Background: an optimization exercise with open tools, aiming at small area, a short achievable clock period and few clock cycles. Do not read the settings as production practice.
Only simulation tests tie the RTL to the original design; equivalence was not proved.

Design Architecture, start of the top module:
module Architecture #(parameter NX = 6, parameter NH = 4, parameter BITS = 16) (
	input								clk,
	input								rst,
	input								TR,
	input								VL,
	input	[NX-1:0][BITS-1:0]			x,
	input	[BITS-1:0]					y,
	input	[BITS-1:0]					lr,
	output	[BITS-1:0]					yhat,
	output	[BITS-1:0]					Error,
	output								S_Train,
	output								S_Error,
	output	[NH-1:0][NX:0][BITS-1:0]	WH,
	output	[NH:0][BITS-1:0]			WO
);
Size: roughly 12000 cells after synthesis, roughly 1500 flip-flops, ~690 I/O pins, roughly 110000 sq um of cells after synthesis.
clock: 12.0 ns
lec_check: 0
cap_margin: 40
cell_pad_in_sites_detail_placement: 1
cell_pad_in_sites_global_placement: 2
core_margin: 2
core_utilization: 30
place_density: 0.5
slew_margin: 60
run.sh (not shown) runs the stock make flow with config.mk's settings and CLKGATE_MAP_FILE= SYNTH_SCRIPT=/design/flow/synth_recipe.tcl, a recipe that flattens the netlist after the stock synthesis.
Testbench counts at the start, summed over its fixed seeds: cycles 25,928.
Then changed:
--- a/flow/config.mk
+++ b/flow/config.mk
@@ -11,4 +11,4 @@
 export CORE_MARGIN = 2
-export CORE_UTILIZATION = 30
-export PLACE_DENSITY = 0.5
+export CORE_UTILIZATION = 50
+export PLACE_DENSITY = 0.65
 export SLEW_MARGIN = 60
The new run went through all stages and came out clean.
Cell area fell by 3.4%.
Non-clock buffer count shrinks by 139.
Die area went down by 40%.
Synthesized area does not change.

## alpha
Another version of the RTL of Architecture (not shown whole).
Size: ~1,500 flip-flops, about 690 I/O pins, ~110,000 um2 of cells after synthesis.
Design Architecture, start of the top module:
module Architecture #(parameter NX = 6, parameter NH = 4, parameter BITS = 16) (
	input								clk,
	input								rst,
	input								TR,
	input								VL,
	input	[NX-1:0][BITS-1:0]			x,
	input	[BITS-1:0]					y,
	input	[BITS-1:0]					lr,
	output	[BITS-1:0]					yhat,
	output	[BITS-1:0]					Error,
	output								S_Train,
	output								S_Error,
	output	[NH-1:0][NX:0][BITS-1:0]	WH,
	output	[NH:0][BITS-1:0]			WO
);
localparam [NH*(NX+1)*BITS-1:0] WH_INIT = {
	112'h0072_fff0_0021_fff7_ff60_ffd8_ffb6,
	112'h000c_011c_ff4d_003a_0116_ffe9_ffc3,
	112'h00ae_0087_fed4_0011_ff5d_ffd9_002d,
	112'hffc9_ff96_001d_0037_00d5_ff7c_ff9a
};
localparam [(NH+1)*BITS-1:0] WO_INIT = 80'hffca_006f_0047_0008_0000;
function [23:0] benc;
	input [15:0] b;
	integer k;
	reg b0, b1, b2;
	begin
		for (k = 0; k < 8; k = k + 1) begin
			b0 = (k == 0) ? 1'b0 : b[2*k-1];
			b1 = b[2*k];
			b2 = b[2*k+1];
			benc[3*k]   = b1 ^ b0;
			benc[3*k+1] = (b2 & ~b1 & ~b0) | (~b2 & b1 & b0);
			benc[3*k+2] = b2 & ~(b1 & b0);
		end
	end
endfunction
reg [19:0] s;			 
reg        mode_tr;		 
reg        frot;		 
reg        fwd2;		 
reg        rot;			 
reg        pW;			 
  ...
Settings: LEC_CHECK=0, CAP_MARGIN=40, CELL_PAD_IN_SITES_DETAIL_PLACEMENT=1, CELL_PAD_IN_SITES_GLOBAL_PLACEMENT=2, CORE_MARGIN=2, CORE_UTILIZATION=30, PLACE_DENSITY=0.5, SLEW_MARGIN=60; clock period 12.0 ns.
The flow did not stop early for alpha: all stages ran, and the layout cleared the timing, DRC and antenna checks.
Testbench counts of alpha, summed over its fixed seeds: cycles 25,928.
Relative to alpha, the following input files were edited for beta:
==> flow/flow/run.sh (new file) <==
#!/bin/bash
# The standard layout, with timing repair asked for 7 ns of setup slack
# (the clock and the constraints are the design's; only the repair effort differs).
set -euo pipefail
bash standard.sh SETUP_SLACK_MARGIN=7.0 finish > standard_flow.log 2>&1
==> flow/standard.sh (new file) <==
#!/bin/bash
# synth_recipe.tcl (not shown) runs the flow's synth.tcl, then flattens the netlist and writes it again
# the make line also repeats each setting of config.mk as NAME=value (left out here)
make -C /OpenROAD-flow-scripts/flow DESIGN_CONFIG=/design/flow/config.mk WORK_HOME=/design/flow/orfs CLKGATE_MAP_FILE= SYNTH_SCRIPT=/design/flow/synth_recipe.tcl "${@:-finish}"
removed: flow/run.sh
## What came out
Changes observed in beta relative to alpha: number of inserted diodes fell by 12; post-route cell area rose by 0.52%; post-synthesis to final-layout area growth rose by 0.62 points; post-route minimum period fell by 0.70 ns; via count of the first global-routing pass rose by 0.91%. On total grt overflow, beta tracks alpha almost exactly. The final critical-path setup slack in beta was higher than what alpha gave.

Another version of the RTL of Architecture (not shown whole).
Size in the first run: ~12000 cells after synthesis, roughly 1300 flip-flops, ~110000 um2 of cells after synthesis.
==> flow/config.mk <==
export PLATFORM = sky130hd
export DESIGN_NAME = Architecture
export DESIGN_NICKNAME = Architecture
export VERILOG_FILES = /design/flow/design.v
export SDC_FILE = /design/flow/constraint.sdc
export NUM_CORES = 4
export LEC_CHECK = 0
export CAP_MARGIN = 40
export CELL_PAD_IN_SITES_DETAIL_PLACEMENT = 1
export CELL_PAD_IN_SITES_GLOBAL_PLACEMENT = 2
export CORE_MARGIN = 2
export CORE_UTILIZATION = 30
export PLACE_DENSITY = 0.5
export SLEW_MARGIN = 60
==> flow/constraint.sdc <==
create_clock -name core_clock -period 12.0 [get_ports {clk}]
set_input_delay 2.4000 -clock core_clock [delete_from_list [all_inputs] [get_ports {clk}]]
set_output_delay 2.4000 -clock core_clock [all_outputs]
set_load 0.01 [all_outputs]
standard.sh (not shown) runs the stock make flow with config.mk's settings and CLKGATE_MAP_FILE= SYNTH_SCRIPT=/design/flow/synth_recipe.tcl, a recipe that flattens the netlist after the stock synthesis.
==> flow/flow/run.sh <==
#!/bin/bash
# The standard layout, with timing repair asked for 8.0 ns of setup slack
# (the clock and the constraints are the design's; only the repair effort differs).
set -euo pipefail
bash standard.sh SETUP_SLACK_MARGIN=8.0 finish > standard_flow.log 2>&1
The baseline completed without violations.
Testbench counts at the start, summed over its fixed seeds: cycles 25,928.
Next try:
==> flow/flow/run.sh (replaced) <==
#!/bin/bash
# The standard layout, with timing repair asked for 7.5 ns of setup slack
# (the clock and the constraints are the design's; only the repair effort differs).
set -euo pipefail
bash standard.sh SETUP_SLACK_MARGIN=7.5 finish > standard_flow.log 2>&1
=> The new run completed with no timing, DRC or antenna violations; setup slack improves by 27 ps; die area does not change; fmax went up by 0.57%.

Architecture again, from the RTL that the note above started with.
clock: 12.0 ns
lec_check: 0
cap_margin: 40
cell_pad_in_sites_detail_placement: 1
cell_pad_in_sites_global_placement: 2
core_margin: 2
core_utilization: 30
place_density: 0.5
slew_margin: 60
==> flow/flow/run.sh <==
#!/bin/bash
# The standard layout, with timing repair asked for 8.5 ns of setup slack
# (the clock and the constraints are the design's; only the repair effort differs).
set -euo pipefail
bash standard.sh SETUP_SLACK_MARGIN=8.5 finish > standard_flow.log 2>&1
Testbench counts at the start, summed over its fixed seeds: cycles 25,928.
==> next run, changes <==
==> flow/flow/run.sh (replaced) <==
#!/bin/bash
# The standard layout, with timing repair asked for 7 ns of setup slack
# (the clock and the constraints are the design's; only the repair effort differs).
set -euo pipefail
bash standard.sh SETUP_SLACK_MARGIN=7.0 finish > standard_flow.log 2>&1
What happened: Clock skew goes up by 6.3 ps; global-route usage drops by 2.1 points; area after synthesis stays the same; worst setup slack degrades by 120 ps; cell area goes down by 15%.

==> separate check: timing with driven ports <==
How much do the figures lean on ideal ports? The routed layouts below were timed once more, with nothing changed but the port constraints. Step 1: set_driving_cell puts a clkbuf_16 on clk and a buf_2 on each other input, an assumption about the parent block. Step 2 adds t to the input delays and takes it off the output delays; t is the mean of the earliest and latest rising clock arrival at the registers after step 1. Input paths then give back, and output paths get back, about the clock's delay inside the block. Slacks: ideal ports / drivers / drivers and shift; pairs: ideal ports / drivers.
| run | t, ns | slack for setup (ns) | worst register clock-pin slew, ns |
|---|---|---|---|
| the first run of note 1 | 1.050 | 6.496 / 6.496 / 6.496 | 0.07 / 0.07 |
| the second run of note 1 | 0.954 | 6.426 / 6.426 / 6.426 | 0.08 / 0.08 |
| alpha | 1.056 | 6.120 / 6.120 / 6.120 | 0.07 / 0.07 |
| beta | 1.074 | 6.817 / 6.817 / 6.817 | 0.07 / 0.07 |
| the first run of note 3 | 1.035 | 7.232 / 7.232 / 7.232 | 0.07 / 0.07 |
| the second run of note 3 | 1.010 | 7.259 / 7.259 / 7.259 | 0.07 / 0.07 |
| the first run of note 4 | 1.026 | 7.123 / 7.123 / 7.123 | 0.07 / 0.07 |
| the second run of note 4 | 1.011 | 7.001 / 7.001 / 7.001 | 0.07 / 0.07 |
After both steps every run listed still meets setup and hold.
